This design comes from an exercise in tuning for small area, a short achievable clock period and few clock cycles per item on the open sky130 flow, not from production work. At most, simulation tests tie the RTL to the original design; equivalence was not proved. No functional check of the RTL was part of runs 1 and 2.

$ cat flow/config.mk
export PLATFORM = sky130hd
export DESIGN_NAME = huffman_top
export DESIGN_NICKNAME = huffman_top
export VERILOG_FILES = /design/flow/design.v
export SDC_FILE = /design/flow/constraint.sdc
export NUM_CORES = 4
export LEC_CHECK = 0
export CAP_MARGIN = 20
export CORE_MARGIN = 2
export CORE_UTILIZATION = 40
export CTS_BUF_LIST = sky130_fd_sc_hd__clkbuf_8
export SLEW_MARGIN = 20
$ cat flow/constraint.sdc
create_clock -name core_clock -period 10.0 [get_ports {clk}]
set_input_delay 2.0000 -clock core_clock [delete_from_list [all_inputs] [get_ports {clk}]]
set_output_delay 2.0000 -clock core_clock [all_outputs]
set_load 0.01 [all_outputs]
$ cat flow/design.v
module huffman_top (
    input         clk,
    input         reset,
    input         gray_valid,
    input  [7:0]  gray_data,
    output        CNT_valid,
    output [47:0] CNT,
    output        code_valid,
    output [47:0] HC,
    output [47:0] M
);
reg        vld, srt, mrg, clr, cnt_v, code_v, gm;
reg  [4:1] F;
always @(posedge clk or posedge reset) begin
    if (reset) begin
        vld <= 1'b0; srt <= 1'b0; mrg <= 1'b0; clr <= 1'b1;
        F <= 4'b0; cnt_v <= 1'b0; code_v <= 1'b0; gm <= 1'b0;
    end else begin
        vld    <= gray_valid;
        cnt_v  <= vld && !gray_valid;
        code_v <= mrg && !F[1];
        clr    <= mrg && !F[1];
        if (vld && !gray_valid) begin
            srt <= 1'b1;
            gm  <= 1'b0;
            F   <= 4'b1111;
        end else if (srt || mrg) begin
            if (!F[1]) begin
                srt <= 1'b0;
                if (srt) gm <= 1'b1;
                mrg <= srt;
                F   <= {4{srt}};
            end else
                F <= {1'b0, F[4:2]};
        end
    end
end
reg  [6:0] R [0:5];
reg  [2:0] p [0:5];
reg  [4:0] hc [0:5];
reg  [4:0] mk [0:5];
wire [6:0] X = (clr ? 7'd0 : R[0]) + (mrg ? R[1] : 7'd0);
wire [6:0] r1c = gm ? R[1] : 7'd0;
function lt3(input [6:0] a, input [6:0] c, input [6:0] r);
    reg [6:0] s, k;
    reg [7:0] t;
    begin
        s = a ^ c ^ ~r;
        k = (a & c) | (a & ~r) | (c & ~r);
        t = {1'b0, s} + {k[5:0], 1'b0};
        lt3 = k[6] | t[7];
    end
endfunction
wire [7:0] b;
assign b[0] = 1'b0;
assign b[1] = srt && (F[1] || R[1] < R[0]);
assign b[2] = (srt && F[2]) || lt3(R[0], r1c, R[2]);
assign b[3] = (srt && F[3]) || lt3(R[0], r1c, R[3]);
assign b[4] = (srt && F[4]) || lt3(R[0], r1c, R[4]);
assign b[5] = lt3(R[0], r1c, R[5]);
assign b[6] = 1'b0;
assign b[7] = 1'b0;
wire [5:0] inc;
genvar g;
generate for (g = 0; g < 6; g = g + 1) begin : sym
    assign inc[g] = gray_valid && (gray_data[2:0] == ((g == 5) ? 3'd1 : g + 2));
end endgenerate
integer m;
reg [6:0] r1, r2, ra, rb, ones;
reg       s1, s0;
always @(posedge clk) begin
    for (m = 0; m < 6; m = m + 1) begin
        r1 = (m < 5) ? R[m + 1] : 7'd127;
        r2 = (m < 4) ? R[m + 2] : 7'd127;
        ra = srt ? r1 : r2;
        ones = {&R[m][5:0], &R[m][4:0], &R[m][3:0], &R[m][2:0], &R[m][1:0], R[m][0], 1'b1};
        rb = mrg ? r1 : R[m] ^ (ones & {7{inc[m]}});
        s1 = (srt && b[m + 1]) || (mrg && b[m + 2]);
        s0 = (srt && b[m]) || (mrg && b[m + 1]) || ((srt || mrg) && m == 0) || clr;
        R[m] <= s1 ? ra : s0 ? X : rb;
    end
end
wire [5:1] t = srt ? b[5:1] : {1'b0, b[5:2]};
wire [2:0] q = {t[3], t[2] & !t[5], t[1] & !t[4]};
function [2:0] jdec1(input [2:0] j);    
    jdec1 = {!j[0], j[2], j[1]};
endfunction
function [2:0] jdec2(input [2:0] j);    
    jdec2 = {!j[1], !j[0], j[2]};
endfunction
function [5:0] jhot(input [2:0] j);     
    jhot = {j[2] & !j[1], j[1] & !j[0], j[2] & j[0], !j[2] & j[1], !j[1] & j[0], !j[2] & !j[0]};
endfunction
localparam [17:0] PINIT = {3'b110, 3'b111, 3'b011, 3'b001, 3'b000, 3'b100};
integer k;
reg [5:0] h;
reg       bp, first2, inv, one;
always @(posedge clk) begin
    for (k = 0; k < 6; k = k + 1) begin
        h = jhot(p[k]);
        bp = |(h[5:1] & b[5:1]);
        first2 = h[0] | h[1];
        p[k] <= ({3{srt & h[0]}} & q) | ({3{srt & !h[0] & bp}} & jdec1(p[k]))
              | ({3{srt & !h[0] & !bp}} & p[k])
              | ({3{mrg & first2}} & q) | ({3{mrg & !first2 & bp}} & jdec2(p[k]))
              | ({3{mrg & !first2 & !bp}} & jdec1(p[k]))
              | ({3{!srt & !mrg}} & PINIT[3 * k +: 3]);
        inv = mrg && first2;
        one = mrg && h[0];
        mk[k] <= ({5{mrg}} & mk[k]) | ({5{inv}} & {mk[k][3:0], 1'b1});
        hc[k] <= ({5{mrg}} & hc[k]) | ({5{one}} & {mk[k][3:0], 1'b1} & ~mk[k]);
    end
end
assign CNT_valid  = cnt_v;
assign code_valid = code_v;
assign CNT = {1'b0, R[5], 1'b0, R[0], 1'b0, R[1], 1'b0, R[2], 1'b0, R[3], 1'b0, R[4]};
assign HC  = {3'b0, hc[0], 3'b0, hc[1], 3'b0, hc[2], 3'b0, hc[3], 3'b0, hc[4], 3'b0, hc[5]};
assign M   = {3'b0, mk[0], 3'b0, mk[1], 3'b0, mk[2], 3'b0, mk[3], 3'b0, mk[4], 3'b0, mk[5]};
endmodule
$ cat flow/flow/run.sh
#!/bin/bash
set -euo pipefail
export BUFFER_PORTS_ARGS="-buffer_cell sky130_fd_sc_hd__buf_1"
export SETUP_SLACK_MARGIN=6.5
bash standard.sh finish > flow.log 2>&1
$ cat flow/standard.sh
#!/bin/bash
# synth_recipe.tcl (not shown) runs the flow's synth.tcl, then flattens the netlist and writes it again
# the make line also repeats each setting of config.mk as NAME=value (left out here)
make -C /OpenROAD-flow-scripts/flow DESIGN_CONFIG=/design/flow/config.mk WORK_HOME=/design/flow/orfs CLKGATE_MAP_FILE= SYNTH_SCRIPT=/design/flow/synth_recipe.tcl "${@:-finish}"
==> key figures, run 1 <==
Yosys
  • Yosys warnings: 5
  • Post-synth ARST share: 0.0840
  • Synth Instances: 1,131
  • Netlist Area Pre-Place: 8980 um2
  • Mean Syn Cell Area: 7.94 um2
  • Post-synth top flop: dfxtp_1
  • Sequential share of the synthesized area: 0.298
  • Synth unique cells: between 70 and 80
  • EDFF count, synth: 0
  • Register bit total from synthesis: 131

Finish
  • Final core occ: 0.467
  • Multi-input gate area: about 5800 um2
  • FF/Latch Area: 2700 um2
  • NumNets Final: ~1,300
  • Final cell count without fillers: 1,513
  • Commonest cells after routing, fill and taps aside: 114 x dfxtp_1, 112 x nor2_1, 107 x buf_1
  • Synth-to-Final Area Change: 14.3%
  • Commonest non-fill, non-tap cell in the layout: dfxtp_1
  • # diodes: 0
  • Fill cells: ~2,200
  • Share of cells above drive strength 1: 0.116

Global routing
  • Largest net degree at the start of global routing: 71
  • GRT Total Usage: 0.210
  • First-pass GRT wire length: 40.0 mm
  • Vias in the first global route: 7,444
  • Antenna violations before repair: 0
  • Grt ovf: 0

Placed design
  • Placement Setup Slack: ~5.8 ns
  • Final HPWL DP: 17.7 mm
  • Post-Place Cells: 1,459
  • Port Buffers: 109
  • GPL Wtd Cong: around 0.84

Worst setup path
  • Cell chain of the critical path: buf_4, and2_2, fa_1, ha_1, a21o_1, nand2_1, o211a_1, buf_4, o32a_1, o32ai_4, a211oi_1, a221o_1, a211o_1
  • WP buf/inv: 2
  • Setup slack, reg-to-reg: 6.57 ns
  • CP Data Arrival Time: 3.79 ns
  • Setup crit start kind: flop
  • Worst Reg-to-Reg Cells: 13
  • Most Frequent Cell on Critical Path: buf_4
  • Crit path max fanout: 7
  • Data required, critical path: slightly above 10 ns
  • Top Family by Delay on Critical Path: compound AO/OA/AOI/OAI gates
  • CP endpoint kind: flop
  • Critical path type: reg -> reg
  • Reg-to-reg critical path endpoint: p[0][0]$_DFF_P_
  • Reg2reg start: gm$_DFFE_PP0P_
  • Critical-path top delay cell: dfrtp_2
  • CP peak stage delay: 0.48 ns

Floorplan
  • Die Footprint: 23,700 um2
  • I/O pins: about 160
  • Die Y: 154 um
  • Die W: 154 um
  • Starting Density: 0.409
  • Core Rows: 54
  • Core area: 22,000 um2

STA
  • Fin worst setup slack: about 6.6 ns
  • Peak Freq: 291 MHz
  • Min cycle time layout: 3.43 ns
  • Final Hold Vio Count: 0
  • RSZ-0062 raised after global routing: true
  • Final Setup Violations: 0
  • Post-route clock skew: 0.0176 ns
  • Slew headroom: 0.496
  • TNS Setup: 0 ns
  • Slew Limit Fails: 0
  • Tcrit/Tclk final: 0.343
  • Tightest Pin Transition: 0.748 ns

Clocking
  • Reg clk slew, reported paths: 0.08 ns
  • Clock latency (worst-skew pair): ~0.47 ns
  • Clock sinks: 131
  • Number of CTS-inserted buffers: 17
  • Clock root cell: clkbuf_8
  • Clock Tree Buf Depth: 2
  • TritonCTS clock tree: built
  • H-tree levels: 4

Min path
  • Tightest Hold Check Type: reg -> reg
  • HP Start: hc[2][3]$_DFF_P_
  • WHS Path Cells: 2
  • Hold Path Sink: hc[2][3]$_DFF_P_

Run
  • Max_cap viols: 0

Drt
  • Post-route ant nets: 0
  • DR DRC count: 0
  • Drt wl/cell: 16.6 um
  • Iteration-0 DRC Markers: between 600 and 700
  • Total Routed Length: ~25 mm
  • Post-DR vias/cell: 5.42
  • Via count: 8,196
  • Router iterations before antenna repair: 7

Status
  • Status: finished clean
==> area by class of cell <==
| class | instances | share of cell area |
|---|---|---|
| Clock buffer | 18 | 0.0241 |
| Clock inverter | 13 | 0.0168 |
| Inverter | 81 | 0.0304 |
| Multi-Input combinational cell | 852 | 0.567 |
| Sequential cell | 131 | 0.263 |
| Tap cell | 280 | 0.0341 |
| Timing Repair Buffer | 138 | 0.0647 |
==> Yosys cell counts (all sizes together) (3+ instances only) <==
| cell type | count | area (um2) |
|---|---|---|
| nor4 | 5 | 31.3 |
| o21bai | 3 | 22.5 |
| mux2i | 30 | 300 |
| nand3b | 3 | 22.5 |
| and3 | 17 | 106 |
| clkbuf | 50 | 189 |
| a21o | 16 | 120 |
| o211ai | 11 | 82.6 |
| nor3b | 7 | 52.6 |
| nor2b | 10 | 62.6 |
| o221ai | 3 | 26.3 |
| ha | 38 | 475 |
| a22oi | 7 | 52.6 |
| nand2b | 10 | 62.6 |
| o21ai | 110 | 558 |
| nor2 | 116 | 438 |
| a221o | 3 | 30.0 |
| nor3 | 13 | 65.1 |
| buf | 58 | 404 |
| xor2 | 14 | 123 |
| inv | 81 | 304 |
| nand2 | 108 | 405 |
| mux2 | 10 | 116 |
| a211o | 5 | 43.8 |
| fa | 25 | 500 |
| o31ai | 3 | 22.5 |
| o32ai | 5 | 51.3 |
| nand4 | 13 | 81.3 |
| o22ai | 4 | 25.0 |
| dfrtp | 10 | 250 |
| dfxtp | 120 | 2400 |
| a31oi | 25 | 156 |
| or2 | 11 | 68.8 |
| a32oi | 4 | 35.0 |
| nand3 | 25 | 125 |
| xnor2 | 27 | 236 |
| a211oi | 20 | 165 |
| a22o | 6 | 61.3 |
| a21oi | 62 | 314 |
| and2 | 13 | 81.3 |
==> routing by layer <==
metal	up-vias	track usage	wire, um
li1	4050	-	-
met1	3879	0.299	12400
met2	243	0.325	11200
met3	24	0.0406	1190
met4	0	0.0583	274
met5	-	0	0
==> cell families after synthesis <==
family,after synthesis,share of synthesized area
multiplexers,40,0.0464
buffers and inverters,189,0.0999
AO/OA/AOI/OAI,308,0.221
flip-flops,131,0.298
AND/OR/NAND/NOR,358,0.185
other,1,0.000418
adder cells (fa/ha/maj),63,0.109
XOR/XNOR,41,0.0400
==> sequential cells by signal, indices dropped and copies added (netlist names) <==
register and cells:
F 4, R 42, clr 1, cnt_v 1, code_v 1, gm 1, hc 30, mk 30
mrg 1, p 18, srt 1, vld 1
==> how the worst max path moves through the flow <==
| stage | from | slack, ns | cells after the start | endpoint |
|---|---|---|---|---|
| floorplan | gray_valid | 6.59 | 8 | R[2][6]$_DFF_P_ |
| global placement | gray_valid | 5.79 | 9 | R[2][6]$_DFF_P_ |
| detailed placement | gray_valid | 5.76 | 9 | R[2][6]$_DFF_P_ |
| CTS | gm$_DFFE_PP0P_ | 6.46 | 11 | R[3][3]$_DFF_P_ |
| global route | gm$_DFFE_PP0P_ | 6.43 | 13 | p[0][0]$_DFF_P_ |
| finish | gm$_DFFE_PP0P_ | 6.57 | 13 | p[0][0]$_DFF_P_ |
==> repair_timing <==
action                                  4_1_cts  5_1_grt
hold buffers                                  0        0
setup buffers                                10       13
resized for setup                            33       41
pin swaps                                     6       12
endpoints found under the setup margin       54       43
==> through the flow <==
step,hold WS (ns),area [um2]
2_1_floorplan,0.456,9140
3_3_place_gp,0.449,9360
3_5_place_dp,0.455,9360
4_1_cts,0.476,9990
5_1_grt,0.507,10300
6_report,0.470,10300
==> worst min-delay path, cell delays in order, from the launching register on <==
cell     delay, ns
dfxtp_1       0.33
a31oi_1       0.04
nor2_1        0.07
==> run 2: changes to the inputs <==
--- a/flow/config.mk
+++ b/flow/config.mk
@@ -9,4 +9,6 @@
 export CORE_MARGIN = 2
 export CORE_UTILIZATION = 40
 export CTS_BUF_LIST = sky130_fd_sc_hd__clkbuf_8
+export CTS_CLUSTER_DIAMETER = 100
+export CTS_CLUSTER_SIZE = 30
 export SLEW_MARGIN = 20
==> key figures, run 2 <==
Placed design
  • Final HPWL DP: 17.7 mm (unchanged)
  • GPL Wtd Cong: 0.838 (unchanged)
  • Port Buffers: 109 (unchanged)
  • Placement Setup Slack: 5.76 ns (unchanged)
  • Post-Place Cells: 1,459 (unchanged)

Finish
  • Final cell count without fillers: 1,513 (unchanged)
  • NumNets Final: 1,295 (unchanged)
  • Fill cells: 2,169 (unchanged)
  • Commonest cells after routing, fill and taps aside: 114 x dfxtp_1, 112 x nor2_1, 107 x buf_1 (unchanged)
  • # diodes: 0 (unchanged)
  • Largest regs: R (42), hc (30), mk (30) (unchanged)
  • Biggest register: R (unchanged)
  • Synth-to-Final Area Change: 14.3% (unchanged)
  • FF/Latch Area: 2700 um2 (unchanged)
  • Multi-input gate area: 5820 um2 (unchanged)
  • Commonest non-fill, non-tap cell in the layout: dfxtp_1 (unchanged)
  • Share of cells above drive strength 1: 0.116 (unchanged)
  • Max FFs per register: 42 (unchanged)

Clocking
  • Clock sinks: 131 (unchanged)
  • Clock Tree Buf Depth: 2 (unchanged)
  • Hold_buf cts: 0 (unchanged)
  • Reg clk slew, reported paths: 0.08 ns (about the same)
  • Clock latency (worst-skew pair): 0.47 ns (about the same)
  • Clock root cell: clkbuf_8 (unchanged)
  • Number of CTS-inserted buffers: 17 (unchanged)
  • H-tree levels: 4 (unchanged)
  • TritonCTS clock tree: built (unchanged)

Drt
  • DR DRC count: 0 (unchanged)
  • M1 wire length: 12.4 mm (unchanged)
  • Drt wl/cell: 16.6 um (unchanged)
  • Post-DR vias/cell: 5.42 (unchanged)
  • Total Routed Length: 25.1 mm (unchanged)
  • WL met3: 1.19 mm (unchanged)
  • Metal2 WL: 11.2 mm (unchanged)
  • Iteration-0 DRC Markers: 658 (unchanged)
  • Post-route ant nets: 0 (unchanged)
  • Uppermost layer routed: met4 (unchanged)
  • Via count: 8,196 (unchanged)
  • Router iterations before antenna repair: 7 (unchanged)

STA
  • Slew Limit Fails: 0 (unchanged)
  • Peak Freq: 291 MHz (unchanged)
  • Fin worst setup slack: 6.57 ns (unchanged)
  • Tcrit/Tclk final: 0.343 (unchanged)
  • Min cycle time layout: 3.43 ns (unchanged)
  • TNS Setup: 0 ns (unchanged)
  • Final Hold Vio Count: 0 (unchanged)
  • RSZ-0062 raised after global routing: true (unchanged)
  • Slew headroom: 0.496 (unchanged)
  • Final Setup Violations: 0 (unchanged)
  • Post-route clock skew: 0.0176 ns (unchanged)
  • Tightest Pin Transition: 0.748 ns (unchanged)

Yosys
  • Synth unique cells: 77 (unchanged)
  • Cell with the most instances after synthesis: dfxtp_1 (unchanged)
  • Yosys top cell area share: 0.268 (unchanged)
  • Sequential share of the synthesized area: 0.298 (unchanged)
  • Post-synth ARST share: 0.0840 (unchanged)
  • Yosys warnings: 5 (unchanged)
  • Synth Instances: 1,131 (unchanged)
  • Mean Syn Cell Area: 7.94 um2 (unchanged)
  • Register bit total from synthesis: 131 (unchanged)
  • EDFF count, synth: 0 (unchanged)
  • Netlist Area Pre-Place: 8980 um2 (unchanged)
  • Synth area leader: dfxtp_1 (unchanged)
  • Synth top cells by count: 120 x dfxtp_1, 115 x nor2_1, 108 x nand2_1 (unchanged)
  • Post-synth top flop: dfxtp_1 (unchanged)
  • Largest cells by area after synthesis: dfxtp_1 27%, o21ai_0 5.9%, fa_1 5.6%, ha_1 5.3%, nor2_1 4.8% (unchanged)

Floorplan
  • Die Y: 154 um (unchanged)
  • Die W: 154 um (unchanged)
  • Die Footprint: 23,700 um2 (unchanged)
  • I/O pins: 157 (unchanged)
  • Starting Density: 0.409 (unchanged)
  • Core area: 22,000 um2 (unchanged)
  • Core Rows: 54 (unchanged)

Min path
  • Tightest Hold Check Type: reg -> reg (unchanged)

Global routing
  • Vias in the first global route: 7,444 (unchanged)
  • Largest net degree at the start of global routing: 71 (unchanged)
  • First-pass GRT wire length: 40.0 mm (unchanged)
  • GRT Total Usage: 0.210 (unchanged)
  • Antenna violations before repair: 0 (unchanged)
  • Grt ovf: 0 (unchanged)

Worst setup path
  • Critical path type: reg -> reg (unchanged)
  • CP endpoint kind: flop (unchanged)
  • Setup crit start kind: flop (unchanged)
  • Data required, critical path: 10.35 ns (about the same)
  • Crit path max fanout: 7 (unchanged)
  • CP Data Arrival Time: 3.79 ns (about the same)

Run
  • Max_cap viols: 0 (unchanged)

Status
  • Status: finished clean (unchanged)
-- run 2: cell counts in the layout (fill, tap and decap cells not counted) --
Identical to the previous run, type by type.
-- run 2: final timing paths --
kind	slack, ns	end	cells past startpoint	startpoint
worst max register to register	6.57	p[0][0]$_DFF_P_	13	gm$_DFFE_PP0P_
worst min-delay path	0.47	hc[2][3]$_DFF_P_	2	hc[2][3]$_DFF_P_
worst min register to register	0.47	hc[2][3]$_DFF_P_	2	hc[2][3]$_DFF_P_
worst max-delay path	6.57	p[0][0]$_DFF_P_	13	gm$_DFFE_PP0P_
max in group asynchronous	8.17	mrg$_DFFE_PP0P_	2	reset
min in group asynchronous	1.49	srt$_DFFE_PP0P_	2	reset
-- run 2: cells by family after synthesis --
group,after synthesis,share of synthesized area
AND/OR/NAND/NOR,358,0.185
AO/OA/AOI/OAI,308,0.221
buffers and inverters,189,0.0999
flip-flops,131,0.298
adder cells (fa/ha/maj),63,0.109
XOR/XNOR,41,0.0400
multiplexers,40,0.0464
other,1,0.000418
-- run 2: stage by stage --
| step | instance area, um2 | util | hold slack (ns) |
|---|---|---|---|
| final | 10300 | 0.467 | 0.470 |
| after floorplan | 9140 | - | 0.456 |
| after global placement | 9360 | 0.426 | 0.449 |
| after detailed placement | 9360 | 0.426 | 0.455 |
| after global routing | 10300 | 0.467 | 0.507 |
| after CTS | 9990 | 0.455 | 0.476 |
-- run 2: what timing repair did --
item	CTS	global route
pin swaps	6	12
resized for setup	33	41
endpoints found under the setup margin	54	43
setup buffers	10	13
-- run 2: routing by layer --
layer | vias to the layer above | track usage
met1 | 3879 | 0.299
met5 | - | 0
met3 | 24 | 0.0406
met4 | 0 | 0.0583
li1 | 4050 | -
met2 | 243 | 0.325
-- run 2: cell type report --
cell class	instances	share of cell area
Clock buffer	18	0.0241
Clock inverter	13	0.0168
Inverter	81	0.0304
Multi-Input combinational cell	852	0.567
Sequential cell	131	0.263
Tap cell	280	0.0341
Timing Repair Buffer	138	0.0647
-- run 2: critical path: stages (launching register included) --
cell and delay [ns]:
dfrtp_2 0.48, buf_4 0.16, and2_2 0.21, fa_1 0.38
ha_1 0.28, a21o_1 0.13, nand2_1 0.09, o211a_1 0.26
buf_4 0.15, o32a_1 0.32, o32ai_4 0.17, a211oi_1 0.12
a221o_1 0.33, a211o_1 0.22
==> run 3: changes to the inputs <==
--- a/flow/design.v
+++ b/flow/design.v
@@ -38,7 +38,7 @@
 reg  [6:0] R [0:5];
 reg  [2:0] p [0:5];
 reg  [4:0] hc [0:5];
-reg  [4:0] mk [0:5];
+reg  [2:0] ln [0:5];    
 wire [6:0] X = (clr ? 7'd0 : R[0]) + (mrg ? R[1] : 7'd0);
 wire [6:0] r1c = gm ? R[1] : 7'd0;
 function lt3(input [6:0] a, input [6:0] c, input [6:0] r);
@@ -93,7 +93,7 @@
 endfunction
 localparam [17:0] PINIT = {3'b110, 3'b111, 3'b011, 3'b001, 3'b000, 3'b100};
 integer k;
-reg [5:0] h;
+reg [5:0] h, lh;
 reg       bp, first2, inv, one;
 always @(posedge clk) begin
     for (k = 0; k < 6; k = k + 1) begin
@@ -107,13 +107,17 @@
               | ({3{!srt & !mrg}} & PINIT[3 * k +: 3]);
         inv = mrg && first2;
         one = mrg && h[0];
-        mk[k] <= ({5{mrg}} & mk[k]) | ({5{inv}} & {mk[k][3:0], 1'b1});
-        hc[k] <= ({5{mrg}} & hc[k]) | ({5{one}} & {mk[k][3:0], 1'b1} & ~mk[k]);
+        ln[k] <= ({3{mrg & !first2}} & ln[k]) | ({3{inv}} & {ln[k][1:0], !ln[k][2]});
+        lh = jhot(ln[k]);
+        hc[k] <= ({5{mrg}} & hc[k]) | ({5{one}} & lh[4:0]);
     end
 end
 assign CNT_valid  = cnt_v;
 assign code_valid = code_v;
 assign CNT = {1'b0, R[5], 1'b0, R[0], 1'b0, R[1], 1'b0, R[2], 1'b0, R[3], 1'b0, R[4]};
 assign HC  = {3'b0, hc[0], 3'b0, hc[1], 3'b0, hc[2], 3'b0, hc[3], 3'b0, hc[4], 3'b0, hc[5]};
-assign M   = {3'b0, mk[0], 3'b0, mk[1], 3'b0, mk[2], 3'b0, mk[3], 3'b0, mk[4], 3'b0, mk[5]};
+function [7:0] mask(input [2:0] j);
+    mask = {3'b0, j[2] & !j[1], j[2] & !j[0], j[2], j[2] | j[1], 1'b1};
+endfunction
+assign M   = {mask(ln[0]), mask(ln[1]), mask(ln[2]), mask(ln[3]), mask(ln[4]), mask(ln[5])};
 endmodule
==> flow/flow/run.sh (replaced) <==
#!/bin/bash
set -euo pipefail
export BUFFER_PORTS_ARGS="-buffer_cell sky130_fd_sc_hd__buf_1"
export SETUP_SLACK_MARGIN=6.5
export TNS_END_PERCENT=0
bash standard.sh finish > flow.log 2>&1
--- a/flow/config.mk
+++ b/flow/config.mk
@@ -9,6 +9,4 @@
 export CORE_MARGIN = 2
 export CORE_UTILIZATION = 40
 export CTS_BUF_LIST = sky130_fd_sc_hd__clkbuf_8
-export CTS_CLUSTER_DIAMETER = 100
-export CTS_CLUSTER_SIZE = 30
 export SLEW_MARGIN = 20
==> key figures, run 3 <==
Status
  • Status: finished clean (unchanged)

Finish
  • Fill cells: 2,226 (was 2,169)
  • Max FFs per register: 42 (unchanged)
  • # diodes: 0 (unchanged)
  • Commonest cells after routing, fill and taps aside: 123 x nor2_1, 105 x dfxtp_1, 101 x buf_1 (was 114 x dfxtp_1, 112 x nor2_1, 107 x buf_1)
  • Synth-to-Final Area Change: 10.4% (was 14.3%)
  • Share of cells above drive strength 1: 0.112 (was 0.116)
  • FF/Latch Area: 2450 um2 (was 2700 um2)
  • Biggest register: R (unchanged)
  • Multi-input gate area: 5880 um2 (was 5820 um2)
  • Final cell count without fillers: 1,472 (was 1,513)
  • Commonest non-fill, non-tap cell in the layout: nor2_1 (was dfxtp_1)
  • Design Area, Final: 9870 um2 (was 10,300 um2)
  • Largest regs: R (42), hc (30) (was R (42), hc (30), mk (30))
  • NumNets Final: 1,253 (was 1,295)

Clocking
  • Hold_buf cts: 0 (unchanged)
  • Clock sinks: 119 (was 131)
  • Reg clk slew, reported paths: 0.08 ns (about the same)
  • H-tree levels: 4 (unchanged)
  • TritonCTS clock tree: built (unchanged)
  • Clock Tree Buf Depth: 2 (unchanged)
  • Number of CTS-inserted buffers: 17 (unchanged)
  • Clock latency (worst-skew pair): 0.46 ns (was 0.47 ns)
  • Clock root cell: clkbuf_8 (unchanged)

Floorplan
  • Die W: 154 um (about the same)
  • I/O pins: 157 (unchanged)
  • Die Footprint: 23,600 um2 (was 23,700 um2)
  • Core area: 21,900 um2 (was 22,000 um2)
  • Core Rows: 54 (unchanged)
  • Die Y: 154 um (about the same)
  • Starting Density: 0.408 (was 0.409)

Placed design
  • Port Buffers: 103 (was 109)
  • GPL Wtd Cong: 0.835 (was 0.838)
  • Placed cell areas: 9210 um2 (was 9360 um2)
  • Post-Place Cells: 1,426 (was 1,459)
  • Final HPWL DP: 17.2 mm (was 17.7 mm)

Yosys
  • Synth area leader: dfxtp_1 (unchanged)
  • Synth top cells by count: 127 x nor2_1, 108 x dfxtp_1, 93 x nand2_1 (was 120 x dfxtp_1, 115 x nor2_1, 108 x nand2_1)
  • Yosys warnings: 5 (unchanged)
  • Post-synth ARST share: 0.0924 (was 0.0840)
  • Post-synth top flop: dfxtp_1 (unchanged)
  • Yosys top cell area share: 0.242 (was 0.268)
  • Register bit total from synthesis: 119 (was 131)
  • Synth unique cells: 90 (was 77)
  • EDFF count, synth: 0 (unchanged)
  • Synth Instances: 1,107 (was 1,131)
  • Netlist Area Pre-Place: 8940 um2 (was 8980 um2)
  • Mean Syn Cell Area: 8.08 um2 (was 7.94 um2)
  • Sequential share of the synthesized area: 0.273 (was 0.298)
  • Largest cells by area after synthesis: dfxtp_1 24%, fa_1 5.6%, nor2_1 5.3%, ha_1 5.3%, buf_4 4.7% (was dfxtp_1 27%, o21ai_0 5.9%, fa_1 5.6%, ha_1 5.3%, nor2_1 4.8%)
  • Cell with the most instances after synthesis: nor2_1 (was dfxtp_1)

Worst setup path
  • CP peak stage delay: 0.49 ns (was 0.48 ns)
  • Critical-path top delay cell: fa_1 (was dfrtp_2)
  • Setup crit start kind: flop (unchanged)
  • Crit path max fanout: 7 (unchanged)
  • Data required, critical path: 10.35 ns (about the same)
  • Top Family by Delay on Critical Path: simple AND/OR/NAND/NOR gates (was compound AO/OA/AOI/OAI gates)
  • Worst Setup SP: R[0][4]$_DFF_P_ (was gm$_DFFE_PP0P_)
  • WP buf/inv: 3 (was 2)
  • Reg2reg start: R[0][4]$_DFF_P_ (was gm$_DFFE_PP0P_)
  • CP endpoint kind: flop (unchanged)
  • Critical path type: reg -> reg (unchanged)
  • CP Data Arrival Time: 3.81 ns (was 3.79 ns)
  • Cell chain of the critical path: clkinvlp_4, buf_4, fa_1, inv_1, ha_1, nand4_1, nor2_2, a21boi_4, or3_2, o311ai_4, a21oi_2, mux2i_1, or3_1 (was buf_4, and2_2, fa_1, ha_1, a21o_1, nand2_1, o211a_1, buf_4, o32a_1, o32ai_4, a211oi_1, a221o_1, a211o_1)

Drt
  • DR DRC count: 0 (unchanged)
  • Via count: 7,947 (was 8,196)
  • Post-DR vias/cell: 5.40 (was 5.42)
  • Iteration-0 DRC Markers: 542 (was 658)
  • Drt wl/cell: 16.5 um (was 16.6 um)
  • Router iterations before antenna repair: 5 (was 7)
  • Post-route ant nets: 0 (unchanged)
  • Total Routed Length: 24.4 mm (was 25.1 mm)

STA
  • RSZ-0062 raised after global routing: true (unchanged)
  • Final Setup Violations: 0 (unchanged)
  • Peak Freq: 290 MHz (was 291 MHz)
  • Slew headroom: 0.389 (was 0.496)
  • Tcrit/Tclk final: 0.345 (was 0.343)
  • Final Hold Vio Count: 0 (unchanged)
  • TNS Setup: 0 ns (unchanged)
  • Tightest Pin Transition: 0.910 ns (was 0.748 ns)
  • Post-route clock skew: 0.0141 ns (was 0.0176 ns)
  • Slew Limit Fails: 0 (unchanged)
  • Min cycle time layout: 3.45 ns (was 3.43 ns)

Global routing
  • First-pass GRT wire length: 39.9 mm (was 40.0 mm)
  • Largest net degree at the start of global routing: 70 (was 71)
  • GRT Total Usage: 0.207 (was 0.210)
  • Antenna violations before repair: 0 (unchanged)
  • Grt ovf: 0 (unchanged)
  • Vias in the first global route: 7,503 (was 7,444)

Min path
  • Tightest Hold Check Type: reg -> reg (unchanged)
  • HP Start: hc[3][1]$_DFF_P_ (was hc[2][3]$_DFF_P_)

Run
  • Max_cap viols: 0 (unchanged)
-- run 3: worst min-delay path: stages, from the launching register on --
cell and delay, ns:
dfxtp_1 0.33, a31oi_1 0.04, nor2_1 0.07
-- run 3: path summary, 6_finish.rpt --
kind	slack (ns)	cells past startpoint	to
worst max register to register	6.55	13	p[2][1]$_DFF_P_
min in group asynchronous	1.50	2	cnt_v$_DFF_PP0_
worst max-delay path	6.55	13	p[2][1]$_DFF_P_
worst min register to register	0.47	2	hc[3][1]$_DFF_P_
max in group asynchronous	8.17	2	clr$_DFF_PP1_
worst min-delay path	0.47	2	hc[3][1]$_DFF_P_
-- run 3: metrics by stage --
stage / hold slack (ns) / setup WS (ns) / utilization
6_report: 0.468 / 6.55 / 0.451
5_1_grt: 0.505 / 6.40 / 0.451
4_1_cts: 0.477 / 6.35 / 0.443
3_5_place_dp: 0.458 / 5.60 / 0.421
3_3_place_gp: 0.444 / 5.65 / 0.421
2_1_floorplan: 0.472 / 6.59 / -
-- run 3: per-layer routing --
metal | GRT usage | vias to the layer above | wire length [um]
li1 | - | 3902 | -
met1 | 0.274 | 3764 | 11000
met2 | 0.344 | 246 | 11600
met3 | 0.0417 | 35 | 1290
met4 | 0.0607 | 0 | 482
met5 | 0 | - | 0
-- run 3: cells by family after synthesis --
logic type	after synthesis	synth area share
XOR/XNOR	41	0.0402
other	2	0.000840
adder cells (fa/ha/maj)	63	0.109
buffers and inverters	180	0.103
flip-flops	119	0.273
multiplexers	54	0.0639
AO/OA/AOI/OAI	288	0.219
AND/OR/NAND/NOR	360	0.191
-- run 3: timing repair --
item / 4_1_cts / 5_1_grt
gates resized for setup: 12 / 27
pin swaps: 2 / 6
setup endpoints to repair: 51 / 59
setup buffers: 3 / 11
-- run 3: final cells by class --
class / instances / share of cell area
clock inverter: 13 / 0.0151
multi-input combinational: 854 / 0.596
timing repair buffer: 120 / 0.0531
clock buffer: 19 / 0.0265
tap: 280 / 0.0355
inverter: 67 / 0.0260
sequential: 119 / 0.248
Testbench counts of run 3, summed over its fixed seeds: cycles 35,840, images 320.
==> run 4: changes to the inputs <==
==> flow/flow/run.sh (replaced) <==
#!/bin/bash
set -euo pipefail
export BUFFER_PORTS_ARGS="-buffer_cell sky130_fd_sc_hd__buf_1"
export SETUP_SLACK_MARGIN=6.5
bash standard.sh finish > flow.log 2>&1
--- a/flow/config.mk
+++ b/flow/config.mk
@@ -5,6 +5,7 @@
 export SDC_FILE = /design/flow/constraint.sdc
 export NUM_CORES = 4
 export LEC_CHECK = 0
+export ABC_AREA = 1
 export CAP_MARGIN = 20
 export CORE_MARGIN = 2
 export CORE_UTILIZATION = 40
==> key figures, run 4 <==
Drt
  • Router iterations before antenna repair: 5 (unchanged)
  • Iteration-0 DRC Markers: 564 (was 542)
  • Post-route ant nets: 0 (unchanged)
  • Total Routed Length: 24.6 mm (was 24.4 mm)
  • Post-DR vias/cell: 5.03 (was 5.40)
  • Drt wl/cell: 14.5 um (was 16.5 um)
  • Via count: 8,487 (was 7,947)
  • DR DRC count: 0 (unchanged)

STA
  • Min cycle time layout: 3.36 ns (was 3.45 ns)
  • Final Hold Vio Count: 0 (unchanged)
  • TNS Setup: 0 ns (unchanged)
  • Min Hold Slack: 0.463 ns (was 0.468 ns)
  • Tcrit/Tclk final: 0.336 (was 0.345)
  • Fin worst setup slack: 6.64 ns (was 6.55 ns)
  • Slew Limit Fails: 0 (unchanged)
  • RSZ-0062 raised after global routing: false (was true)
  • Post-route clock skew: 0.00884 ns (was 0.0141 ns)
  • Slew headroom: 0.367 (was 0.389)
  • Tightest Pin Transition: 0.948 ns (was 0.910 ns)
  • Final Setup Violations: 0 (unchanged)
  • Peak Freq: 298 MHz (was 290 MHz)

Floorplan
  • Core Rows: 54 (unchanged)
  • Die Footprint: 23,100 um2 (was 23,600 um2)
  • I/O pins: 157 (unchanged)
  • Core area: 21,700 um2 (was 21,900 um2)
  • Die W: 152 um (was 154 um)
  • Starting Density: 0.404 (was 0.408)
  • Die Y: 152 um (was 154 um)

Finish
  • Synth-to-Final Area Change: 9.53% (was 10.4%)
  • # diodes: 0 (unchanged)
  • Commonest non-fill, non-tap cell in the layout: nand2_1 (was nor2_1)
  • Largest regs: R (42), hc (30) (unchanged)
  • Max FFs per register: 42 (unchanged)
  • Commonest cells after routing, fill and taps aside: 357 x nand2_1, 177 x inv_1, 123 x nor2_1 (was 123 x nor2_1, 105 x dfxtp_1, 101 x buf_1)
  • Biggest register: R (unchanged)
  • NumNets Final: 1,469 (was 1,253)
  • Share of cells above drive strength 1: 0.0554 (was 0.112)

Global routing
  • Vias in the first global route: 7,782 (was 7,503)
  • Antenna violations before repair: 0 (unchanged)
  • First-pass GRT wire length: 40.0 mm (was 39.9 mm)
  • GRT Total Usage: 0.211 (was 0.207)
  • Grt ovf: 0 (unchanged)
  • Largest net degree at the start of global routing: 74 (was 70)

Clocking
  • Clock sinks: 119 (unchanged)
  • Clock root cell: clkbuf_8 (unchanged)
  • TritonCTS clock tree: built (unchanged)
  • Post-CTS setup buffer count: 0 (was 3)
  • Number of CTS-inserted buffers: 17 (unchanged)
  • Clock Tree Buf Depth: 2 (unchanged)
  • Reg clk slew, reported paths: 0.09 ns (was 0.08 ns)
  • Clock latency (worst-skew pair): 0.46 ns (about the same)
  • H-tree levels: 4 (unchanged)

Worst setup path
  • WP buf/inv: 1 (was 3)
  • Cell chain of the critical path: buf_1 (was clkinvlp_4, buf_4, fa_1, inv_1, ha_1, nand4_1, nor2_2, a21boi_4, or3_2, o311ai_4, a21oi_2, mux2i_1, or3_1)
  • Data required, critical path: 8.00 ns (was 10.35 ns)
  • Setup crit start kind: flop (unchanged)
  • Setup slack, reg-to-reg: 6.80 ns (was 6.55 ns)
  • Critical path type: reg -> out (was reg -> reg)
  • Reg-to-reg critical path endpoint: R[4][2]$_DFF_P_ (was p[2][1]$_DFF_P_)
  • CP peak stage delay: 0.69 ns (was 0.49 ns)
  • Top Family by Delay on Critical Path: flip-flops (was simple AND/OR/NAND/NOR gates)
  • Crit path max fanout: 9 (was 7)
  • Critical-path top delay cell: dfxtp_1 (was fa_1)
  • Worst Reg-to-Reg Cells: 16 (was 13)
  • Reg2reg start: R[1][5]$_DFF_P_ (was R[0][4]$_DFF_P_)
  • CP Data Arrival Time: 1.36 ns (was 3.81 ns)
  • CP endpoint kind: output port (was flop)

Yosys
  • Synth area leader: dfxtp_1 (unchanged)
  • Yosys top cell area share: 0.247 (was 0.242)
  • Synth Instances: 1,308 (was 1,107)
  • Synth top cells by count: 359 x nand2_1, 177 x inv_1, 124 x nor2_1 (was 127 x nor2_1, 108 x dfxtp_1, 93 x nand2_1)
  • Cell with the most instances after synthesis: nand2_1 (was nor2_1)
  • Mean Syn Cell Area: 6.70 um2 (was 8.08 um2)
  • Yosys warnings: 5 (unchanged)
  • Post-synth top flop: dfxtp_1 (unchanged)
  • Sequential share of the synthesized area: 0.278 (was 0.273)
  • Largest cells by area after synthesis: dfxtp_1 25%, nand2_1 15%, inv_1 7.6%, fa_1 5.7%, ha_1 5.4% (was dfxtp_1 24%, fa_1 5.6%, nor2_1 5.3%, ha_1 5.3%, buf_4 4.7%)
  • Synth unique cells: 47 (was 90)
  • Post-synth ARST share: 0.0924 (unchanged)
  • EDFF count, synth: 0 (unchanged)
  • Register bit total from synthesis: 119 (unchanged)
  • Netlist Area Pre-Place: 8760 um2 (was 8940 um2)

Placed design
  • Placement Setup Slack: 6.06 ns (was 5.60 ns)
  • GPL Wtd Cong: 0.910 (was 0.835)
  • Port Buffers: 103 (unchanged)
  • Final HPWL DP: 18.3 mm (was 17.2 mm)

Status
  • Status: finished clean (unchanged)

Min path
  • HP Start: hc[5][2]$_DFF_P_ (was hc[3][1]$_DFF_P_)
  • Tightest Hold Check Type: reg -> reg (unchanged)
  • WHS Path Cells: 2 (unchanged)
  • Hold Path Sink: hc[5][2]$_DFF_P_ (was hc[3][1]$_DFF_P_)

Run
  • Max_cap viols: 0 (unchanged)
-- run 4: cell count changes after synthesis, moves of 31 or more --
cell / before / now
inv_1: 66 / 177
nand2_1: 93 / 359
o31ai_1: 3 / 34
mux2i_1: 38 / 1
clkbuf_1: 44 / 10
nand3_1: 20 / 79
-- run 4: area by class of cell --
| cell class | count | area (um2) |
|---|---|---|
| well taps | 280 | 350 |
| flip-flops and latches | 119 | 2440 |
| inverters | 184 | 693 |
| repair buffers | 106 | 410 |
| clock buffers | 18 | 248 |
| fillers | 2338 | 12100 |
| multi-input cells | 967 | 5260 |
| clock inverters | 14 | 188 |
-- run 4: repair_timing --
action / in CTS / in global routing
gates cloned: 0 / 0
pin swaps: 0 / 1
hold endpoints to repair: 0 / 0
resized for setup: 1 / 9
hold buffers: 0 / 0
setup endpoints to repair: 7 / 31
-- run 4: kinds of logic after synthesis --
family	after synthesis	synth area share
buffers and inverters	268	0.143
adders and majority gates	63	0.111
and+or+nand+nor	601	0.290
DFF	119	0.278
other	2	0.000857
xor gates and xnor gates	12	0.0120
muxes	1	0.00114
AOI/OAI and AO/OA	242	0.163
-- run 4: how the worst max path moves through the flow --
| stage | startpoint | to | slack (ns) | cells after the start |
|---|---|---|---|---|
| 5_1_grt | R[1][5]$_DFF_P_ | R[4][1]$_DFF_P_ | 6.52 | 17 |
| 4_1_cts | gm$_DFFE_PP0P_ | R[5][5]$_DFF_P_ | 6.52 | 12 |
| 6_report | R[0][3]$_DFF_P_ | CNT[35] | 6.64 | 1 |
| 3_5_place_dp | gray_valid | R[4][6]$_DFF_P_ | 6.06 | 11 |
| 2_1_floorplan | gray_data[0] | R[4][6]$_DFF_P_ | 6.78 | 11 |
| 3_3_place_gp | gray_valid | R[4][6]$_DFF_P_ | 6.12 | 11 |
-- run 4: routing by layer --
layer,part of all wire,global-route usage,vias up
met3,0.049,0.0405,29
met5,0,0,-
met2,0.47,0.348,244
met4,0.021,0.0685,0
met1,0.46,0.280,3905
li1,-,-,4309
-- run 4: through the flow --
step | cells | utilization | cell area (um2)
2_1_floorplan | 1354 | - | 8930
6_report | 1688 | 0.442 | 9590
4_1_cts | 1688 | 0.441 | 9570
3_5_place_dp | 1656 | 0.421 | 9130
5_1_grt | 1688 | 0.442 | 9590
3_3_place_gp | 1656 | 0.421 | 9130
==> run 5: changes to the inputs <==
--- a/flow/config.mk
+++ b/flow/config.mk
@@ -5,9 +5,8 @@
 export SDC_FILE = /design/flow/constraint.sdc
 export NUM_CORES = 4
 export LEC_CHECK = 0
-export ABC_AREA = 1
 export CAP_MARGIN = 20
 export CORE_MARGIN = 2
-export CORE_UTILIZATION = 40
+export CORE_UTILIZATION = 55
 export CTS_BUF_LIST = sky130_fd_sc_hd__clkbuf_8
 export SLEW_MARGIN = 20
==> key figures, run 5 <==
Worst setup path
  • Critical path type: in -> reg (was reg -> out)
  • CP Data Arrival Time: 3.90 ns (was 1.36 ns)
  • CP peak stage delay: 0.58 ns (was 0.69 ns)
  • Crit path max fanout: 7 (was 9)
  • CP endpoint kind: flop (was output port)
  • Data required, critical path: 10.30 ns (was 8.00 ns)
  • Critical-path top delay cell: nor4bb_2 (was dfxtp_1)
  • Worst Reg-to-Reg Cells: 11 (was 16)
  • Setup crit start kind: primary input (was flop)
  • Most Frequent Cell on Critical Path: o21ai_0
  • Cell chain of the critical path: buf_1, nor4bb_2, and3_1, and2_1, nand3_1, xnor2_1, o21ai_0, o21ai_0 (was buf_1)

Drt
  • Post-DR vias/cell: 5.67 (was 5.03)
  • Via count: 8,001 (was 8,487)
  • Router iterations before antenna repair: 5 (unchanged)
  • DR DRC count: 0 (unchanged)
  • Post-route ant nets: 0 (unchanged)
  • Drt wl/cell: 17.0 um (was 14.5 um)
  • Iteration-0 DRC Markers: 701 (was 564)
  • Total Routed Length: 24.0 mm (was 24.6 mm)

Finish
  • # diodes: 0 (unchanged)
  • Commonest non-fill, non-tap cell in the layout: nor2_1 (was nand2_1)
  • Largest regs: R (42), hc (30) (unchanged)
  • Commonest cells after routing, fill and taps aside: 124 x nor2_1, 102 x buf_1, 100 x dfxtp_1 (was 357 x nand2_1, 177 x inv_1, 123 x nor2_1)
  • Max FFs per register: 42 (unchanged)
  • Biggest register: R (unchanged)
  • Design Area, Final: 9860 um2 (was 9590 um2)
  • Synth-to-Final Area Change: 10.3% (was 9.53%)
  • Share of cells above drive strength 1: 0.124 (was 0.0554)
  • NumNets Final: 1,257 (was 1,469)

STA
  • Tightest Pin Transition: 0.948 ns (about the same)
  • RSZ-0062 raised after global routing: true (was false)
  • Min cycle time layout: 3.60 ns (was 3.36 ns)
  • Final Setup Violations: 0 (unchanged)
  • Post-route clock skew: 0.0105 ns (was 0.00884 ns)
  • Peak Freq: 278 MHz (was 298 MHz)
  • Fin worst setup slack: 6.40 ns (was 6.64 ns)
  • TNS Setup: 0 ns (unchanged)
  • Slew headroom: 0.363 (was 0.367)
  • Tcrit/Tclk final: 0.360 (was 0.336)
  • Min Hold Slack: 0.467 ns (was 0.463 ns)
  • Final Hold Vio Count: 0 (unchanged)
  • Slew Limit Fails: 0 (unchanged)

Yosys
  • EDFF count, synth: 0 (unchanged)
  • Netlist Area Pre-Place: 8940 um2 (was 8760 um2)
  • Sequential share of the synthesized area: 0.273 (was 0.278)
  • Synth unique cells: 90 (was 47)
  • Yosys top cell area share: 0.242 (was 0.247)
  • Mean Syn Cell Area: 8.08 um2 (was 6.70 um2)
  • Register bit total from synthesis: 119 (unchanged)
  • Cell with the most instances after synthesis: nor2_1 (was nand2_1)
  • Post-synth top flop: dfxtp_1 (unchanged)
  • Synth Instances: 1,107 (was 1,308)
  • Largest cells by area after synthesis: dfxtp_1 24%, fa_1 5.6%, nor2_1 5.3%, ha_1 5.3%, buf_4 4.7% (was dfxtp_1 25%, nand2_1 15%, inv_1 7.6%, fa_1 5.7%, ha_1 5.4%)
  • Yosys warnings: 5 (unchanged)
  • Synth area leader: dfxtp_1 (unchanged)
  • Post-synth ARST share: 0.0924 (unchanged)
  • Synth top cells by count: 127 x nor2_1, 108 x dfxtp_1, 93 x nand2_1 (was 359 x nand2_1, 177 x inv_1, 124 x nor2_1)

Run
  • Max_cap viols: 0 (unchanged)

Clocking
  • Clock latency (worst-skew pair): 0.45 ns (was 0.46 ns)
  • Clock Tree Buf Depth: 2 (unchanged)
  • Number of CTS-inserted buffers: 17 (unchanged)
  • Clock root cell: clkbuf_8 (unchanged)
  • TritonCTS clock tree: built (unchanged)
  • Clock sinks: 119 (unchanged)
  • Reg clk slew, reported paths: 0.08 ns (was 0.09 ns)
  • H-tree levels: 4 (unchanged)
  • Hold_buf cts: 0 (unchanged)

Status
  • Status: finished clean (unchanged)

Global routing
  • First-pass GRT wire length: 38.0 mm (was 40.0 mm)
  • Vias in the first global route: 7,036 (was 7,782)
  • Grt ovf: 0 (unchanged)
  • Antenna violations before repair: 0 (unchanged)
  • GRT Total Usage: 0.274 (was 0.211)
  • Largest net degree at the start of global routing: 60 (was 74)

Min path
  • Tightest Hold Check Type: reg -> reg (unchanged)
  • WHS Path Cells: 2 (unchanged)

Floorplan
  • Die W: 132 um (was 152 um)
  • Starting Density: 0.563 (was 0.404)
  • Die Y: 132 um (was 152 um)
  • Core Rows: 46 (was 54)
  • I/O pins: 157 (unchanged)
  • Die Footprint: 17,300 um2 (was 23,100 um2)
  • Core area: 15,900 um2 (was 21,700 um2)

Placed design
  • Port Buffers: 103 (unchanged)
  • GPL Wtd Cong: 0.876 (was 0.910)
  • Final HPWL DP: 16.8 mm (was 18.3 mm)
  • Placed cell areas: 9130 um2 (about the same)
  • Placement Setup Slack: 5.56 ns (was 6.06 ns)
-- run 5: changes by cell type after synthesis, moves of 18 or more --
cell	previous run	this run
o31ai_1	34	3
a31oi_1	6	24
nand2_1	359	93
inv_1	177	66
clkbuf_1	10	44
nor2b_1	0	26
nand3_1	79	20
mux2i_1	1	38
xnor2_1	5	34
-- run 5: logic make-up after synthesis --
| kind of cell | count (synthesis) | synth area share |
|---|---|---|
| buffers and inverters | 180 | 0.103 |
| xor gates and xnor gates | 41 | 0.0402 |
| DFF | 119 | 0.273 |
| adders and majority gates | 63 | 0.109 |
| AOI/OAI and AO/OA | 288 | 0.219 |
| other | 2 | 0.000840 |
| muxes | 54 | 0.0639 |
| and+or+nand+nor | 360 | 0.191 |
-- run 5: metrics by stage --
step	util	std cells
2_1_floorplan	-	1153
3_3_place_gp	0.575	1362
3_5_place_dp	0.575	1362
4_1_cts	0.609	1401
5_1_grt	0.621	1412
6_report	0.621	1412
-- run 5: timing repair --
action,4_1_cts,5_1_grt
endpoints found under the setup margin,49,49
gates resized for setup,21,27
hold endpoints to repair,0,0
setup buffers,7,11
pin swaps,2,4
-- run 5: critical path, delay by kind of cell --
kind | cells | cell delay [ns]
compound gates | 2 | 0.22
xor+xnor | 1 | 0.15
buf+inv | 1 | 0.31
simple gates | 4 | 1.22
-- run 5: routing by layer --
layer | global-route usage | vias to the layer above | part of all wire
met4 | 0.0586 | 0 | 0.012
met3 | 0.0486 | 25 | 0.064
li1 | - | 3906 | -
met2 | 0.414 | 302 | 0.44
met1 | 0.407 | 3768 | 0.48
met5 | 0 | - | 0
-- run 5: path summary, 6_finish.rpt --
kind	slack, ns	to	from
worst max-delay path	6.40	R[5][5]$_DFF_P_	gray_data[0]
worst min-delay path	0.47	hc[0][4]$_DFF_P_	hc[0][4]$_DFF_P_
worst max register to register	6.60	p[3][1]$_DFF_P_	R[0][2]$_DFF_P_
worst min register to register	0.47	hc[0][4]$_DFF_P_	hc[0][4]$_DFF_P_
max in group asynchronous	8.17	mrg$_DFFE_PP0P_	reset
min in group asynchronous	1.50	F[1]$_DFFE_PP0N_	reset
-- run 5: layout make-up --
type / count / area [um2]
clock buffers: 17 / 234
clock inverters: 15 / 168
inverters: 67 / 259
multi-input cells: 854 / 5920
repair buffers: 124 / 549
fillers: 1489 / 6030
flip-flops and latches: 119 / 2450
well taps: 216 / 270
==> run 6: changes to the inputs <==
--- a/flow/config.mk
+++ b/flow/config.mk
@@ -7,6 +7,6 @@
 export LEC_CHECK = 0
 export CAP_MARGIN = 20
 export CORE_MARGIN = 2
-export CORE_UTILIZATION = 55
+export CORE_UTILIZATION = 40
 export CTS_BUF_LIST = sky130_fd_sc_hd__clkbuf_8
 export SLEW_MARGIN = 20
==> key figures, run 6 <==
Yosys
  • Post-synth ARST share: 0.0924 (unchanged)
  • Post-synth top flop: dfxtp_1 (unchanged)
  • Netlist Area Pre-Place: 8940 um2 (unchanged)
  • Synth unique cells: 90 (unchanged)
  • Yosys top cell area share: 0.242 (unchanged)
  • Synth Area in Simple Gates: 0.191 (unchanged)
  • Cell with the most instances after synthesis: nor2_1 (unchanged)
  • Synth area leader: dfxtp_1 (unchanged)
  • Largest cells by area after synthesis: dfxtp_1 24%, fa_1 5.6%, nor2_1 5.3%, ha_1 5.3%, buf_4 4.7% (unchanged)
  • Register bit total from synthesis: 119 (unchanged)
  • Multiplexer area fraction after synthesis: 0.0639 (unchanged)
  • XOR/XNOR Fraction of Synth Area: 0.0402 (unchanged)
  • Post-synthesis compound-gate area fraction: 0.219 (unchanged)
  • Mean Syn Cell Area: 8.08 um2 (unchanged)
  • Post-Synth Adder-Cell Area: 0.109 (unchanged)
  • Synth Instances: 1,107 (unchanged)
  • Sequential share of the synthesized area: 0.273 (unchanged)
  • EDFF count, synth: 0 (unchanged)
  • Main combinational cell family by area after synthesis: compound AO/OA/AOI/OAI gates (unchanged)
  • Yosys warnings: 5 (unchanged)
  • Synth top cells by count: 127 x nor2_1, 108 x dfxtp_1, 93 x nand2_1 (unchanged)

Worst setup path
  • Data required, critical path: 10.36 ns (was 10.30 ns)
  • CP endpoint kind: flop (unchanged)
  • Reg-to-reg critical path endpoint: p[3][1]$_DFF_P_ (unchanged)
  • Crit path max fanout: 7 (unchanged)
  • CP Data Arrival Time: 3.74 ns (was 3.90 ns)
  • Setup slack, reg-to-reg: 6.62 ns (was 6.60 ns)
  • Worst Reg-to-Reg Cells: 11 (unchanged)
  • Reg2reg start: R[0][4]$_DFF_P_ (was R[0][2]$_DFF_P_)
  • Critical path type: reg -> reg (was in -> reg)
  • Setup crit start kind: flop (was primary input)

Drt
  • Total Routed Length: 24.4 mm (was 24.0 mm)
  • DR DRC count: 0 (unchanged)
  • Router iterations before antenna repair: 6 (was 5)
  • Drt wl/cell: 16.6 um (was 17.0 um)
  • Via count: 7,940 (was 8,001)
  • Post-DR vias/cell: 5.39 (was 5.67)
  • Iteration-0 DRC Markers: 568 (was 701)
  • Post-route ant nets: 0 (unchanged)

Floorplan
  • I/O pins: 157 (unchanged)
  • Die Footprint: 23,600 um2 (was 17,300 um2)
  • Die W: 154 um (was 132 um)
  • Core area: 21,900 um2 (was 15,900 um2)
  • Starting Density: 0.408 (was 0.563)
  • Die Y: 154 um (was 132 um)
  • Core Rows: 54 (was 46)

STA
  • Final Hold Vio Count: 0 (unchanged)
  • Tcrit/Tclk final: 0.338 (was 0.360)
  • TNS Setup: 0 ns (unchanged)
  • Final Setup Violations: 0 (unchanged)
  • Slew headroom: 0.391 (was 0.363)
  • Min cycle time layout: 3.38 ns (was 3.60 ns)
  • Post-route clock skew: 0.0140 ns (was 0.0105 ns)
  • Peak Freq: 296 MHz (was 278 MHz)
  • RSZ-0062 raised after global routing: false (was true)
  • Fin worst setup slack: 6.62 ns (was 6.40 ns)
  • Slew Limit Fails: 0 (unchanged)
  • Tightest Pin Transition: 0.906 ns (was 0.948 ns)

Clocking
  • Hold_buf cts: 0 (unchanged)
  • TritonCTS clock tree: built (unchanged)
  • Clock latency (worst-skew pair): 0.47 ns (was 0.45 ns)
  • Clock Tree Buf Depth: 2 (unchanged)
  • Reg clk slew, reported paths: 0.08 ns (about the same)
  • Clock root cell: clkbuf_8 (unchanged)
  • H-tree levels: 4 (unchanged)
  • Number of CTS-inserted buffers: 17 (unchanged)
  • Clock sinks: 119 (unchanged)

Finish
  • Synth-to-Final Area Change: 10.8% (was 10.3%)
  • Commonest non-fill, non-tap cell in the layout: nor2_1 (unchanged)
  • Max FFs per register: 42 (unchanged)
  • Largest regs: R (42), hc (30) (unchanged)
  • Biggest register: R (unchanged)
  • Share of cells above drive strength 1: 0.117 (was 0.124)
  • # diodes: 0 (unchanged)
  • Commonest cells after routing, fill and taps aside: 123 x nor2_1, 104 x dfxtp_1, 99 x buf_1 (was 124 x nor2_1, 102 x buf_1, 100 x dfxtp_1)
  • NumNets Final: 1,253 (was 1,257)
  • Fill cells: 2,230 (was 1,489)

Global routing
  • Antenna violations before repair: 0 (unchanged)
  • GRT Total Usage: 0.207 (was 0.274)
  • Grt ovf: 0 (unchanged)
  • First-pass GRT wire length: 39.8 mm (was 38.0 mm)
  • Vias in the first global route: 7,506 (was 7,036)
  • Largest net degree at the start of global routing: 70 (was 60)

Status
  • Status: finished clean (unchanged)

Placed design
  • Placement Setup Slack: 5.60 ns (was 5.56 ns)
  • Port Buffers: 103 (unchanged)
  • Final HPWL DP: 17.2 mm (was 16.8 mm)
  • GPL Wtd Cong: 0.835 (was 0.876)

Min path
  • Hold Path Sink: hc[3][1]$_DFF_P_ (was hc[0][4]$_DFF_P_)
  • Tightest Hold Check Type: reg -> reg (unchanged)
  • HP Start: hc[3][1]$_DFF_P_ (was hc[0][4]$_DFF_P_)
  • WHS Path Cells: 2 (unchanged)

Run
  • Max_cap viols: 0 (unchanged)
[run 6: cell count changes in the layout (fill, tap and decap cells not counted), moves of 3 or more]
| cell | delta |
|---|---|
| buf_1 | -3 |
| clkbuf_2 | +4 |
| clkinv_4 | +4 |
| buf_4 | -6 |
| dfxtp_2 | -4 |
| clkinvlp_4 | -3 |
| inv_6 | -3 |
| dfxtp_1 | +4 |
[run 6: final cells by class]
type	count	area, um2	area share
multi-input cells	854	5910	0.596
flip-flops and latches	119	2450	0.247
repair buffers	120	531	0.0535
well taps	280	350	0.0354
clock buffers	19	262	0.0264
inverters	67	256	0.0259
clock inverters	13	149	0.0150
[run 6: worst max-delay path: stages (launching register included)]
cell        delay (ns)
dfxtp_2           0.37
clkinvlp_4        0.19
fa_1              0.54
inv_1             0.05
ha_1              0.31
a211oi_1          0.36
nor2_4            0.13
nor2_4            0.32
o22ai_1           0.19
o211a_1           0.23
or4_1             0.39
a31o_1            0.19
[run 6: layer usage]
| metal | track usage | up-vias | wire (um) |
|---|---|---|---|
| met5 | 0 | - | 0 |
| li1 | - | 3895 | - |
| met4 | 0.0590 | 0 | 429 |
| met3 | 0.0417 | 33 | 1250 |
| met1 | 0.273 | 3775 | 11000 |
| met2 | 0.344 | 237 | 11700 |
[run 6: cells by family after synthesis]
kind of cell | after synthesis
buffers and inverters | 180
XOR/XNOR | 41
AND/OR/NAND/NOR | 360
AO/OA/AOI/OAI | 288
other | 2
flip-flops | 119
adder cells (fa/ha/maj) | 63
multiplexers | 54
[run 6: worst max-delay path by stage]
| stage | start | end | slack [ns] | depth (start not counted) |
|---|---|---|---|---|
| after CTS | gray_valid | R[4][5]$_DFF_P_ | 6.36 | 8 |
| final | R[0][4]$_DFF_P_ | p[3][1]$_DFF_P_ | 6.62 | 11 |
| after global placement | R[1][4]$_DFF_P_ | R[4][4]$_DFF_P_ | 5.65 | 12 |
| after floorplan | gray_valid | R[2][6]$_DFF_P_ | 6.59 | 8 |
| after detailed placement | R[1][4]$_DFF_P_ | R[4][4]$_DFF_P_ | 5.60 | 12 |
| after global routing | mrg$_DFFE_PP0P_ | R[2][6]$_DFF_P_ | 6.49 | 13 |
[run 6: stage by stage]
| stage | utilization | area (um2) | hold WS (ns) | instances |
|---|---|---|---|---|
| 2_1_floorplan | - | 9120 | 0.472 | 1153 |
| 3_3_place_gp | 0.421 | 9210 | 0.444 | 1426 |
| 3_5_place_dp | 0.421 | 9210 | 0.458 | 1426 |
| 4_1_cts | 0.445 | 9740 | 0.477 | 1463 |
| 5_1_grt | 0.453 | 9910 | 0.505 | 1472 |
| 6_report | 0.453 | 9910 | 0.468 | 1472 |
[run 6: repair_timing]
action	CTS	global route
gates resized for setup	21	29
endpoints found under the setup margin	51	44
pin swaps	4	5
buffers inserted	5	9

re-timing with driven ports:
The flow's constraints put no driver on any port. The routed layouts listed below were extracted and timed again, unchanged, in two steps.
Step 1: set_driving_cell puts a clkbuf_16 on clk and a buf_2 on each other input, an assumption about the parent block.
Step 2, shift: input delay + t, output delay - t, t = (earliest + latest rising clock arrival at the registers) / 2. This alone moves slack from input paths to output paths.
a / b / c = ideal ports / drivers / drivers and shift; a / b = the first two.
run | t, ns | setup WS [ns] | pins driven straight from the clock port
run 1 | 0.498 | 6.568 / 6.568 / 6.150 | 1
run 2 | 0.498 | 6.568 / 6.568 / 6.150 | 1
run 3 | 0.498 | 6.547 / 6.547 / 6.086 | 1
run 4 | 0.492 | 6.643 / 6.604 / 6.280 | 1
run 5 | 0.482 | 6.398 / 6.416 / 5.934 | 1
run 6 | 0.500 | 6.617 / 6.617 / 6.155 | 1
After both steps every run listed still meets setup and hold. For run 5, which loses most, drivers alone change the setup slack by +0.018 ns; drivers and shift together by -0.464 ns.
